Background: an optimization exercise with open tools, aiming at small area. Do not read the settings as production practice. The RTL was checked by simulation tests, not by an equivalence proof against the original design. No driver is modelled on the clock port, so clocking that relies on it looks cheaper here than on a real chip. No activity file was given, so power comes from the tool's default toggle rates.

==> flow/design.v <==
module fifo (
    input  wire       clk,
    input  wire       clear,
    input  wire       push,
    input  wire       pop,
    input  wire [7:0] in_data,
    output reg  [7:0] out_data,
    output wire       hold
);
    reg [7:0] ring [0:15];
    reg       pend;         
    reg       pend_head;    
    reg [3:0] hp, wp;
    reg       full_flag;    
    reg s_push_s, s_push_f, s_pop_s, s_pop_f;    
    integer k;
    wire ptr_eq  = (hp == wp);
    wire empty   = ptr_eq && !full_flag;
    wire full    = ptr_eq && full_flag;
    wire await_  = !(s_push_s | s_push_f | s_pop_s | s_pop_f);
    wire do_push = s_push_s && !full;
    wire do_pop  = s_pop_s && !empty;
    wire wr      = pend && (wp == 4'd0);
    assign hold = pend || do_push;
    always @(posedge clk) begin
        ring[0] <= wr ? in_data : ring[15];
        for (k = 1; k < 16; k = k + 1)
            ring[k] <= ring[k-1];
    end
    always @(posedge clk) begin
        if (do_push) begin
            pend      <= 1'b1;
            pend_head <= empty;
        end else if (wr) begin
            pend      <= 1'b0;
            pend_head <= 1'b0;
        end
    end
    always @(posedge clk) begin
        if (clear) begin
            s_push_s <= 1'b0; s_push_f <= 1'b0; s_pop_s <= 1'b1; s_pop_f <= 1'b0;
            hp        <= 4'd0;
            wp        <= 4'd0;
            full_flag <= 1'b0;
            out_data  <= 8'h00;
        end else begin
            s_pop_s  <= await_ && pop;
            s_push_s <= await_ && !pop && push;
            s_push_f <= do_push || (s_push_f && push);
            s_pop_f  <= do_pop || (s_pop_f && pop);
            hp <= hp + (do_pop ? 4'd2 : 4'd1);
            wp <= wp + (do_push ? 4'd2 : 4'd1);
            if (do_push) full_flag <= (wp + 4'd1 == hp);
            if (do_pop) begin
                full_flag <= 1'b0;
                out_data  <= pend_head ? in_data : ring[hp];
            end
        end
    end
endmodule
module quick_rs232 (
    input  wire       clk,
    input  wire       rst,
    input  wire       rx,
    output reg        tx,
    input  wire       rts,
    output wire       cts,
    input  wire       rx_read,
    output reg        rx_err,
    output wire [7:0] rx_data,
    output reg        rx_byte_received,
    input  wire       tx_transaction,
    input  wire [7:0] tx_data,
    input  wire       tx_data_ready,
    output wire       tx_data_copied,
    output wire       tx_busy
);
localparam [8:0] L305 = 9'd226, L307 = 9'd394, L369 = 9'd330, L370 = 9'd148,
                 L434 = 9'd364, L435 = 9'd216, L437 = 9'd353;
assign cts = 1'b0;
reg [7:0] rx_buffer;
wire      rx_hold;       
reg       rx_dfr;        
reg       rx_dbit;
fifo rx_data_buffer (.clk(clk), .clear(rst), .push(rx_byte_received), .pop(rx_read),
                     .in_data(rx_buffer), .out_data(rx_data), .hold(rx_hold));
localparam [3:0] R_IDLE = 4'd6, R_START = 4'd7;
reg [3:0] rx_ph;
reg [8:3] rx_bc_hi;
reg [2:0] rx_bc_lo;
wire [8:0] rx_bc = {rx_bc_hi, rx_bc_lo};
reg       rx_par;
wire rx_act  = (rx_ph != R_IDLE);
wire rx_wrap = (rx_ph == 4'd15) ? (rx_bc == L437) : (rx_bc == L434);
wire rx_s370 = (rx_bc == L370);
wire rx_stop = !rx_ph[3] && rx_ph != 4'd0 && rx_ph != R_START && rx_ph != R_IDLE;
always @(posedge clk) begin
    if (rx_act && !rx_wrap) rx_bc_hi <= rx_bc[7:2];
    else                    rx_bc_hi <= 6'd0;
end
always @(posedge clk) begin
    if (rst) begin
        rx_ph            <= R_IDLE;
        rx_bc_lo         <= 3'd2;
        rx_byte_received <= 1'b0;
        rx_err           <= 1'b0;
        rx_dfr           <= 1'b0;
    end else if (!rx_act) begin
        case (rx_bc[1:0])
            2'd0: begin  
                rx_err   <= 1'b0;
                rx_bc_lo <= {rx_bc[2], 2'd1};
            end
            2'd1: begin  
                if (!rx) begin
                    rx_ph  <= R_START;
                    rx_bc_lo <= 3'd0;
                    rx_par <= 1'b0;
                end else if (rx_bc[2])
                    rx_bc_lo <= 3'd4;
            end
            default: begin  
                rx_bc_lo         <= {rx_bc[2], 2'd0};
                rx_byte_received <= 1'b0;
                rx_err           <= 1'b0;
            end
        endcase
    end else begin
        rx_bc_lo <= rx_wrap ? 3'd0 : {rx_bc[1:0], ~(rx_bc[8] ^ rx_bc[4])};
        if (rx_wrap) rx_ph <= rx_ph + 4'd1;
        if (rx_ph[3]) begin
            if (rx_s370) begin
                if (rx_hold) begin
                    rx_dbit <= rx;
                    rx_dfr  <= 1'b1;
                end else
                    rx_buffer[rx_ph[2:0]] <= rx;
                rx_par <= rx_par ^ rx;
            end
            if (rx_dfr && !rx_hold) begin
                rx_buffer[rx_ph[2:0]] <= rx_dbit;
                rx_dfr <= 1'b0;
            end
        end else if (rx_ph == 4'd0) begin
            if (rx_bc == L369) rx_err <= rx_par ^ rx;
            if (rx_s370 && !rx_err) rx_byte_received <= 1'b1;
        end else if (rx_stop) begin
            if (rx) begin
                rx_ph <= R_IDLE;
                rx_bc_lo <= (rx_ph == 4'd5 && rx_bc == L305) ? 3'd6 : 3'd2;
            end else if (rx_ph == 4'd5 && rx_bc == L307) begin
                rx_ph <= R_IDLE;
                rx_bc_lo <= 3'd0;
            end
        end
    end
end
localparam [3:0] T_PAR = 4'd0, T_STOP = 4'd1, T_SSTOP = 4'd2, T_IDLE = 4'd3,
                 T_SWAIT = 4'd4, T_SSTART = 4'd5, T_IDLE_B = 4'd6, T_START = 4'd7;
reg [3:0] tx_ph;
reg [8:0] tx_bc;
reg [7:0] tx_buffer;
reg       tx_par;
assign tx_data_copied = tx_ph[3] || tx_ph == T_START || tx_ph == T_IDLE_B;
assign tx_busy        = !(tx_ph == T_IDLE || tx_ph == T_SWAIT || tx_ph == T_SSTART);
wire tx_act  = tx_ph[3] || tx_ph == T_START || tx_ph == T_PAR || tx_ph == T_STOP;
wire tx_bit  = tx_buffer[tx_ph[2:0]];
wire tx_wrap = (tx_ph == 4'd15) ? (tx_bc == L435) : (tx_bc == L434);
always @(posedge clk) begin
    if (!tx_act || tx_wrap) tx_bc <= 9'd0;
    else                    tx_bc <= {tx_bc[7:0], ~(tx_bc[8] ^ tx_bc[4])};
end
always @(posedge clk) begin
    if (rst)
        tx <= 1'b1;
    else if (tx_ph[3])
        tx <= tx_bit;
    else if (tx_ph == T_START)
        tx <= 1'b0;
    else if (tx_ph == T_PAR)
        tx <= tx_par;
    else
        tx <= 1'b1;
end
always @(posedge clk) begin
    if (rst)
        tx_ph <= T_IDLE;
    else begin
        case (tx_ph)
            T_IDLE, T_IDLE_B:
                if (tx_transaction) tx_ph <= T_SWAIT;
            T_SWAIT:
                tx_ph <= T_SSTART;
            T_SSTART: begin
                if (tx_data_ready) begin
                    tx_buffer <= tx_data;
                    tx_ph     <= tx_transaction ? T_START : T_IDLE_B;
                end else if (!tx_transaction)
                    tx_ph <= T_IDLE;
            end
            T_SSTOP:
                tx_ph <= T_IDLE;
            default: begin  
                if (tx_ph == T_START)
                    tx_par <= 1'b0;
                else if (tx_ph[3] && tx_wrap)
                    tx_par <= tx_par ^ tx_bit;
                if (tx_wrap) tx_ph <= tx_ph + 4'd1;
            end
        endcase
    end
end
endmodule
Settings: LEC_CHECK=0, CAP_MARGIN=20, CORE_MARGIN=2, CORE_UTILIZATION=60, SLEW_MARGIN=20; clock period 10.0 ns.
standard.sh (not shown) runs the stock make flow with config.mk's settings and CLKGATE_MAP_FILE= SYNTH_SCRIPT=/design/flow/synth_recipe.tcl, a recipe that flattens the netlist after the stock synthesis.
==> flow/flow/run.sh <==
#!/bin/bash
# Layout flow: ORFS as in the standard layout, with these changes:
#  - synthesis is the standard synthesis script (flow/synth.tcl sources
#    ORFS's synth.tcl with -nofsm -noshare, flattens and renames the same way)
#    except that the combinational logic is mapped with an area-oriented ABC
#    script (flow/area.abc) and without Yosys's full/half-adder extraction;
#    the registers are the standard synthesis's;
#  - ports are buffered with the smallest buffer (buf_1);
#  - CTS builds its tree from clkbuf_8 and inserts no dummy loads.
# make's output goes to make.log and ORFS's per-step logs to orfs/logs/;
# writing the final DEF goes to write_def.log.
set -euo pipefail
W=$PWD
F=$W/flow
cat > $W/own_config.mk <<EOC
include $W/config.mk
export BUFFER_PORTS_ARGS = -buffer_cell sky130_fd_sc_hd__buf_1
export CTS_ARGS = -sink_clustering_enable -repair_clock_nets -buf_list sky130_fd_sc_hd__clkbuf_8 -dont_use_dummy_load
EOC
make -C "$FLOW_HOME" DESIGN_CONFIG=$W/own_config.mk WORK_HOME=$W/orfs CLKGATE_MAP_FILE= \
    SYNTH_SCRIPT=$F/synth.tcl ADDER_MAP_FILE= finish > $W/make.log 2>&1
R=$W/orfs/results/$FLOW_PLATFORM/quick_rs232/base
: # left out here: write the final layout as DEF
==> flow/flow/area.abc <==
strash
fraig
dc2
fraig
dch -f
amap -A 16 -F 4
topo
==> flow/flow/synth.tcl <==
proc synth {args} { yosys synth -nofsm -noshare {*}$args }
set ::my_abc_script [file join [file dirname [file normalize [info script]]] area.abc]
proc abc {args} {
  set i [lsearch -exact $args -script]
  if { $i >= 0 } { lset args [expr {$i + 1}] $::my_abc_script }
  puts "abc (area script): $args"
  yosys abc {*}$args
}
source $::env(SCRIPTS_DIR)/synth.tcl
# left out here: clear keep_hierarchy, flatten, clean up, hide names made inside functions, write 1_2_yosys.v
Next try:
--- a/flow/design.v
+++ b/flow/design.v
@@ -3,12 +3,12 @@
     input  wire       clear,
     input  wire       push,
     input  wire       pop,
     input  wire [7:0] in_data,
-    output reg  [7:0] out_data,
-    output wire       hold
+    output reg  [7:0] out_data
 );
     reg [7:0] ring [0:15];
+    reg [7:0] stage;
     reg       pend;         
     reg       pend_head;    
     reg [3:0] hp, wp;
     reg       full_flag;    
@@ -20,15 +20,15 @@
     wire await_  = !(s_push_s | s_push_f | s_pop_s | s_pop_f);
     wire do_push = s_push_s && !full;
     wire do_pop  = s_pop_s && !empty;
     wire wr      = pend && (wp == 4'd0);
-    assign hold = pend || do_push;
     always @(posedge clk) begin
-        ring[0] <= wr ? in_data : ring[15];
+        ring[0] <= wr ? stage : ring[15];
         for (k = 1; k < 16; k = k + 1)
             ring[k] <= ring[k-1];
     end
     always @(posedge clk) begin
+        if (do_push) stage <= in_data;
         if (do_push) begin
             pend      <= 1'b1;
             pend_head <= empty;
         end else if (wr) begin
@@ -52,9 +52,9 @@
             wp <= wp + (do_push ? 4'd2 : 4'd1);
             if (do_push) full_flag <= (wp + 4'd1 == hp);
             if (do_pop) begin
                 full_flag <= 1'b0;
-                out_data  <= pend_head ? in_data : ring[hp];
+                out_data  <= pend_head ? stage : ring[hp];
             end
         end
     end
 endmodule
@@ -78,13 +78,10 @@
 localparam [8:0] L305 = 9'd226, L307 = 9'd394, L369 = 9'd330, L370 = 9'd148,
                  L434 = 9'd364, L435 = 9'd216, L437 = 9'd353;
 assign cts = 1'b0;
 reg [7:0] rx_buffer;
-wire      rx_hold;       
-reg       rx_dfr;        
-reg       rx_dbit;
 fifo rx_data_buffer (.clk(clk), .clear(rst), .push(rx_byte_received), .pop(rx_read),
-                     .in_data(rx_buffer), .out_data(rx_data), .hold(rx_hold));
+                     .in_data(rx_buffer), .out_data(rx_data));
 localparam [3:0] R_IDLE = 4'd6, R_START = 4'd7;
 reg [3:0] rx_ph;
 reg [8:3] rx_bc_hi;
 reg [2:0] rx_bc_lo;
@@ -103,9 +100,8 @@
         rx_ph            <= R_IDLE;
         rx_bc_lo         <= 3'd2;
         rx_byte_received <= 1'b0;
         rx_err           <= 1'b0;
-        rx_dfr           <= 1'b0;
     end else if (!rx_act) begin
         case (rx_bc[1:0])
             2'd0: begin  
                 rx_err   <= 1'b0;
@@ -129,18 +125,10 @@
         rx_bc_lo <= rx_wrap ? 3'd0 : {rx_bc[1:0], ~(rx_bc[8] ^ rx_bc[4])};
         if (rx_wrap) rx_ph <= rx_ph + 4'd1;
         if (rx_ph[3]) begin
             if (rx_s370) begin
-                if (rx_hold) begin
-                    rx_dbit <= rx;
-                    rx_dfr  <= 1'b1;
-                end else
-                    rx_buffer[rx_ph[2:0]] <= rx;
+                rx_buffer[rx_ph[2:0]] <= rx;
                 rx_par <= rx_par ^ rx;
-            end
-            if (rx_dfr && !rx_hold) begin
-                rx_buffer[rx_ph[2:0]] <= rx_dbit;
-                rx_dfr <= 1'b0;
             end
         end else if (rx_ph == 4'd0) begin
             if (rx_bc == L369) rx_err <= rx_par ^ rx;
             if (rx_s370 && !rx_err) rx_byte_received <= 1'b1;
What happened:
- sequential power went up by 10%
- hold slack degrades by 0.0042 ns
- wire length decreases by 0.43%
- via count falls by 2.0%
- power went up by 19%
- first-iteration DRC count came out lower by 16%

* * *

RTL: the design.v shown in full above, as it stands there.
export LEC_CHECK = 0
export CAP_MARGIN = 20
export CORE_MARGIN = 2
export CORE_UTILIZATION = 60
export SLEW_MARGIN = 20
create_clock -name core_clock -period 10.0 [get_ports {clk}]
==> flow/flow/run.sh <==
#!/bin/bash
# Layout flow: ORFS as in the standard layout, with these changes:
#  - synthesis is the standard synthesis script (flow/synth.tcl sources
#    ORFS's synth.tcl with -nofsm -noshare, flattens and renames the same way)
#    except that the combinational logic is mapped with an area-oriented ABC
#    script (flow/area.abc) and without Yosys's full/half-adder extraction;
#    the registers are the standard synthesis's;
#  - ports are buffered with the smallest buffer (buf_1);
#  - CTS builds its tree from clkbuf_4 and inserts no dummy loads; then
#    flow/cts_fix.tcl upsizes the clock buffers whose flip-flops see a slow
#    clock edge.
# make's output goes to make.log and ORFS's per-step logs to orfs/logs/;
# writing the final DEF goes to write_def.log.
set -euo pipefail
W=$PWD
F=$W/flow
cat > $W/own_config.mk <<EOC
include $W/config.mk
export BUFFER_PORTS_ARGS = -buffer_cell sky130_fd_sc_hd__buf_1
export CTS_ARGS = -sink_clustering_enable -repair_clock_nets -buf_list sky130_fd_sc_hd__clkbuf_4 -dont_use_dummy_load
export POST_CTS_TCL = $F/cts_fix.tcl
EOC
make -C "$FLOW_HOME" DESIGN_CONFIG=$W/own_config.mk WORK_HOME=$W/orfs CLKGATE_MAP_FILE= \
    SYNTH_SCRIPT=$F/synth.tcl ADDER_MAP_FILE= finish > $W/make.log 2>&1
R=$W/orfs/results/$FLOW_PLATFORM/quick_rs232/base
: # left out here: write the final layout as DEF
Scripts as last shown in full above: flow/flow/area.abc, flow/flow/synth.tcl
Other scripts of this flow, unchanged in this note and not shown: flow/flow/cts_fix.tcl
Then changed:
--- a/flow/design.v
+++ b/flow/design.v
@@ -10,5 +10,4 @@
     reg [7:0] ring [0:15];
     reg       pend;         
-    reg       pend_head;    
     reg [3:0] hp, wp;
     reg       full_flag;    
@@ -22,4 +21,5 @@
     wire do_pop  = s_pop_s && !empty;
     wire wr      = pend && (wp == 4'd0);
+    wire one     = (wp == hp + 4'd1);       
     assign hold = pend || do_push;
     always @(posedge clk) begin
@@ -29,11 +29,8 @@
     end
     always @(posedge clk) begin
-        if (do_push) begin
-            pend      <= 1'b1;
-            pend_head <= empty;
-        end else if (wr) begin
-            pend      <= 1'b0;
-            pend_head <= 1'b0;
-        end
+        if (do_push)
+            pend <= 1'b1;
+        else if (wr)
+            pend <= 1'b0;
     end
     always @(posedge clk) begin
@@ -54,5 +51,5 @@
             if (do_pop) begin
                 full_flag <= 1'b0;
-                out_data  <= pend_head ? in_data : ring[hp];
+                out_data  <= (pend && one) ? in_data : ring[hp];
             end
         end
=>
- final area goes down by 0.82%
- first-iteration DRC count climbs by 29%
- setup slack got worse by 0.15 ns
- core utilization decreases by 0.26 points
- worst hold slack barely changes
- via count falls by 3.0%
- synthesized area decreases by 0.52%
- power is higher by 2.0%
- non-clock buffer count stays the same
- clock skew barely changes
- die area decreases by 0.50%
- clock power came out lower by 6.0%
- fmax drops by 3.7%
- sequential cell count is lower by 1

* * *

## job 5027
Another version of the RTL of quick_rs232 (not shown whole).
For scale: about 530 cells after synthesis, roughly 190 flip-flops, roughly 0.0072 sq mm of cells after synthesis.
==> module quick_rs232, before the edit <==
module quick_rs232 (
    input  wire       clk,
    input  wire       rst,
    input  wire       rx,
    output reg        tx,
    input  wire       rts,
    output wire       cts,
    input  wire       rx_read,
    output reg        rx_err,
    output wire [7:0] rx_data,
    output reg        rx_byte_received,
    input  wire       tx_transaction,
    input  wire [7:0] tx_data,
    input  wire       tx_data_ready,
    output wire       tx_data_copied,
    output wire       tx_busy
);
localparam [8:0] L305 = 9'd226, L307 = 9'd394, L369 = 9'd330, L370 = 9'd148,
                 L434 = 9'd364, L435 = 9'd216, L437 = 9'd353;
assign cts = 1'b0;
reg [7:0] rx_buffer;
fifo rx_data_buffer (.clk(clk), .clear(rst), .push(rx_byte_received), .pop(rx_read),
                     .in_data(rx_buffer), .out_data(rx_data));
localparam [3:0] R_IDLE = 4'd6, R_START = 4'd7;
reg [3:0] rx_ph;
reg [8:3] rx_bc_hi;
reg [2:0] rx_bc_lo;
wire [8:0] rx_bc = {rx_bc_hi, rx_bc_lo};
reg       rx_par;
wire rx_act  = (rx_ph != R_IDLE);
wire rx_wrap = (rx_ph == 4'd15) ? (rx_bc == L437) : (rx_bc == L434);
wire rx_s370 = (rx_bc == L370);
wire rx_stop = !rx_ph[3] && rx_ph != 4'd0 && rx_ph != R_START && rx_ph != R_IDLE;
always @(posedge clk) begin
    if (rx_act && !rx_wrap) rx_bc_hi <= rx_bc[7:2];
    else                    rx_bc_hi <= 6'd0;
end
always @(posedge clk) begin
    if (rst) begin
        rx_ph            <= R_IDLE;
        rx_bc_lo         <= 3'd2;
        rx_byte_received <= 1'b0;
        rx_err           <= 1'b0;
    end else if (!rx_act) begin
        case (rx_bc[1:0])
            2'd0: begin  
                rx_err   <= 1'b0;
                rx_bc_lo <= {rx_bc[2], 2'd1};
            end
            2'd1: begin  
                if (!rx) begin
                    rx_ph  <= R_START;
                    rx_bc_lo <= 3'd0;
                    rx_par <= 1'b0;
                end else if (rx_bc[2])
                    rx_bc_lo <= 3'd4;
            end
            default: begin  
                rx_bc_lo         <= {rx_bc[2], 2'd0};
                rx_byte_received <= 1'b0;
                rx_err           <= 1'b0;
            end
        endcase
    end else begin
        rx_bc_lo <= rx_wrap ? 3'd0 : {rx_bc[1:0], ~(rx_bc[8] ^ rx_bc[4])};
        if (rx_wrap) rx_ph <= rx_ph + 4'd1;
        if (rx_ph[3]) begin
            if (rx_s370) begin
                rx_buffer[rx_ph[2:0]] <= rx;
                rx_par <= rx_par ^ rx;
            end
        end else if (rx_ph == 4'd0) begin
            if (rx_bc == L369) rx_err <= rx_par ^ rx;
            if (rx_s370 && !rx_err) rx_byte_received <= 1'b1;
        end else if (rx_stop) begin
            if (rx) begin
                rx_ph <= R_IDLE;
                rx_bc_lo <= (rx_ph == 4'd5 && rx_bc == L305) ? 3'd6 : 3'd2;
            end else if (rx_ph == 4'd5 && rx_bc == L307) begin
                rx_ph <= R_IDLE;
                rx_bc_lo <= 3'd0;
            end
        end
    end
end
localparam [3:0] T_PAR = 4'd0, T_STOP = 4'd1, T_SSTOP = 4'd2, T_IDLE = 4'd3,
                 T_SWAIT = 4'd4, T_SSTART = 4'd5, T_IDLE_B = 4'd6, T_START = 4'd7;
reg [3:0] tx_ph;
reg [8:0] tx_bc;
reg [7:0] tx_buffer;
reg       tx_par;
assign tx_data_copied = tx_ph[3] || tx_ph == T_START || tx_ph == T_IDLE_B;
assign tx_busy        = !(tx_ph == T_IDLE || tx_ph == T_SWAIT || tx_ph == T_SSTART);
wire tx_act  = tx_ph[3] || tx_ph == T_START || tx_ph == T_PAR || tx_ph == T_STOP;
wire tx_bit  = tx_buffer[tx_ph[2:0]];
wire tx_wrap = (tx_ph == 4'd15) ? (tx_bc == L435) : (tx_bc == L434);
always @(posedge clk) begin
    if (!tx_act || tx_wrap) tx_bc <= 9'd0;
    else                    tx_bc <= {tx_bc[7:0], ~(tx_bc[8] ^ tx_bc[4])};
end
always @(posedge clk) begin
    if (rst)
        tx <= 1'b1;
    else if (tx_ph[3])
        tx <= tx_bit;
    else if (tx_ph == T_START)
        tx <= 1'b0;
    else if (tx_ph == T_PAR)
        tx <= tx_par;
    else
        tx <= 1'b1;
end
always @(posedge clk) begin
    if (rst)
        tx_ph <= T_IDLE;
    else begin
        case (tx_ph)
            T_IDLE, T_IDLE_B:
                if (tx_transaction) tx_ph <= T_SWAIT;
            T_SWAIT:
                tx_ph <= T_SSTART;
            T_SSTART: begin
                if (tx_data_ready) begin
                    tx_buffer <= tx_data;
                    tx_ph     <= tx_transaction ? T_START : T_IDLE_B;
                end else if (!tx_transaction)
                    tx_ph <= T_IDLE;
            end
            T_SSTOP:
                tx_ph <= T_IDLE;
            default: begin  
                if (tx_ph == T_START)
                    tx_par <= 1'b0;
                else if (tx_ph[3] && tx_wrap)
                    tx_par <= tx_par ^ tx_bit;
                if (tx_wrap) tx_ph <= tx_ph + 4'd1;
            end
        endcase
    end
end
endmodule
Settings: LEC_CHECK=0, CAP_MARGIN=20, CORE_MARGIN=2, CORE_UTILIZATION=60, SLEW_MARGIN=20; clock period 10.0 ns.
==> flow/flow/run.sh <==
#!/bin/bash
# Layout flow: ORFS as in the standard layout, with these changes:
#  - synthesis is the standard synthesis script (flow/synth.tcl sources
#    ORFS's synth.tcl with -nofsm -noshare, flattens and renames the same way)
#    except that the combinational logic is mapped with an area-oriented ABC
#    script (flow/area.abc) and without Yosys's full/half-adder extraction;
#    the registers are the standard synthesis's;
#  - ports are buffered with the smallest buffer (buf_1);
#  - CTS builds its tree from clkbuf_8 and inserts no dummy loads.
# make's output goes to make.log and ORFS's per-step logs to orfs/logs/;
# writing the final DEF goes to write_def.log.
set -euo pipefail
W=$PWD
F=$W/flow
cat > $W/own_config.mk <<EOC
include $W/config.mk
export BUFFER_PORTS_ARGS = -buffer_cell sky130_fd_sc_hd__buf_1
export CTS_ARGS = -sink_clustering_enable -repair_clock_nets -buf_list sky130_fd_sc_hd__clkbuf_8 -dont_use_dummy_load
EOC
make -C "$FLOW_HOME" DESIGN_CONFIG=$W/own_config.mk WORK_HOME=$W/orfs CLKGATE_MAP_FILE= \
    SYNTH_SCRIPT=$F/synth.tcl ADDER_MAP_FILE= finish > $W/make.log 2>&1
R=$W/orfs/results/$FLOW_PLATFORM/quick_rs232/base
: # left out here: write the final layout as DEF
Scripts as last shown in full above: flow/flow/area.abc, flow/flow/synth.tcl
Input changes introduced in job 5832 (baseline for comparison: job 5027):
-- flow/design.v --
<<< job 5027, line 71
localparam [3:0] R_IDLE = 4'd6, R_START = 4'd7;
reg [3:0] rx_ph;
reg [8:3] rx_bc_hi;
reg [2:0] rx_bc_lo;
wire [8:0] rx_bc = {rx_bc_hi, rx_bc_lo};
reg       rx_par;
wire rx_act  = (rx_ph != R_IDLE);
>>> job 5832, line 71
localparam [3:0] R_IDLE = 4'd6, R_START = 4'd7;
reg [3:0] rx_ph;
reg [8:0] rx_bc;
reg       rx_par;
wire rx_act  = (rx_ph != R_IDLE);
<<< job 5027, line 80
wire rx_stop = !rx_ph[3] && rx_ph != 4'd0 && rx_ph != R_START && rx_ph != R_IDLE;
always @(posedge clk) begin
    if (rx_act && !rx_wrap) rx_bc_hi <= rx_bc[7:2];
    else                    rx_bc_hi <= 6'd0;
end
always @(posedge clk) begin
    if (rst) begin
        rx_ph            <= R_IDLE;
        rx_bc_lo         <= 3'd2;
        rx_byte_received <= 1'b0;
        rx_err           <= 1'b0;
>>> job 5832, line 78
wire rx_stop = !rx_ph[3] && rx_ph != 4'd0 && rx_ph != R_START && rx_ph != R_IDLE;
always @(posedge clk) begin
    if (rst) begin
        rx_ph            <= R_IDLE;
        rx_bc            <= 9'd2;
        rx_byte_received <= 1'b0;
        rx_err           <= 1'b0;
<<< job 5027, line 93
            2'd0: begin  
                rx_err   <= 1'b0;
                rx_bc_lo <= {rx_bc[2], 2'd1};
            end
            2'd1: begin  
                if (!rx) begin
                    rx_ph  <= R_START;
                    rx_bc_lo <= 3'd0;
                    rx_par <= 1'b0;
                end else if (rx_bc[2])
                    rx_bc_lo <= 3'd4;
            end
            default: begin  
                rx_bc_lo         <= {rx_bc[2], 2'd0};
                rx_byte_received <= 1'b0;
                rx_err           <= 1'b0;
>>> job 5832, line 87
            2'd0: begin  
                rx_err   <= 1'b0;
                rx_bc    <= {6'd0, rx_bc[2], 2'd1};
            end
            2'd1: begin  
                if (!rx) begin
                    rx_ph  <= R_START;
                    rx_bc  <= 9'd0;
                    rx_par <= 1'b0;
                end else if (rx_bc[2])
                    rx_bc  <= 9'd4;
            end
            default: begin  
                rx_bc            <= {6'd0, rx_bc[2], 2'd0};
                rx_byte_received <= 1'b0;
                rx_err           <= 1'b0;
<<< job 5027, line 110
        endcase
    end else begin
        rx_bc_lo <= rx_wrap ? 3'd0 : {rx_bc[1:0], ~(rx_bc[8] ^ rx_bc[4])};
        if (rx_wrap) rx_ph <= rx_ph + 4'd1;
        if (rx_ph[3]) begin
>>> job 5832, line 104
        endcase
    end else begin
        rx_bc <= rx_wrap ? 9'd0 : {rx_bc[7:0], ~(rx_bc[8] ^ rx_bc[4])};
        if (rx_wrap) rx_ph <= rx_ph + 4'd1;
        if (rx_ph[3]) begin
<<< job 5027, line 123
            if (rx) begin
                rx_ph <= R_IDLE;
                rx_bc_lo <= (rx_ph == 4'd5 && rx_bc == L305) ? 3'd6 : 3'd2;
            end else if (rx_ph == 4'd5 && rx_bc == L307) begin
                rx_ph <= R_IDLE;
                rx_bc_lo <= 3'd0;
            end
        end
>>> job 5832, line 117
            if (rx) begin
                rx_ph <= R_IDLE;
                rx_bc <= (rx_ph == 4'd5 && rx_bc == L305) ? 9'd6 : 9'd2;
            end else if (rx_ph == 4'd5 && rx_bc == L307) begin
                rx_ph <= R_IDLE;
                rx_bc <= 9'd0;
            end
        end
Findings:
- Diff job 5027..job 5832 | number of nets still failing antenna checks after routing | unchanged
- In job 5832 relative to job 5027, wire length the detailed router placed on met1 had gone down by a few percent.
- From job 5027 to job 5832 the numbers moved as follows: starting utilization of the core area has decreased; total design power now larger; routed wirelength normalized by instance count comparable.
- On hold slack: between job 5027 and job 5832, it ends up lower for job 5027.

-- afterwards: timing with drivers on the ports --
In the flow no input, the clock included, has a driving cell. The finished layouts below were timed again as built, in two steps.
Step 1 assumes that a clkbuf_16 drives the clock port and a buf_2 every other input.
Step 2 times the ports against the registers' clock, not the clock port: input delays grow and output delays shrink by t, the midpoint of the rising clock arrivals with the driver on.
Slacks: ideal / step 1 / step 2; pairs: ideal / step 1.
| run | shift t [ns] | setup WS [ns] | worst setup path at the end | latest minus earliest clock arrival (ns) |
|---|---|---|---|---|
| the first run of note 1 | 0.471 | 6.095 / 6.065 / 6.253 | register to register | 0.054 / 0.054 |
| the second run of note 1 | 0.558 | 5.973 / 5.937 / 6.280 | input to register | 0.058 / 0.059 |
| the first run of note 2 | 0.405 | 6.149 / 6.113 / 6.222 | register to register | 0.031 / 0.031 |
| the second run of note 2 | 0.413 | 6.000 / 5.959 / 6.317 | input to register | 0.033 / 0.034 |
| job 5027 | 0.495 | 5.971 / 5.936 / 6.150 | input to register | 0.029 / 0.029 |
| job 5832 | 0.487 | 5.954 / 5.915 / 6.258 | input to register | 0.021 / 0.021 |
After both steps every run listed still meets setup and hold.
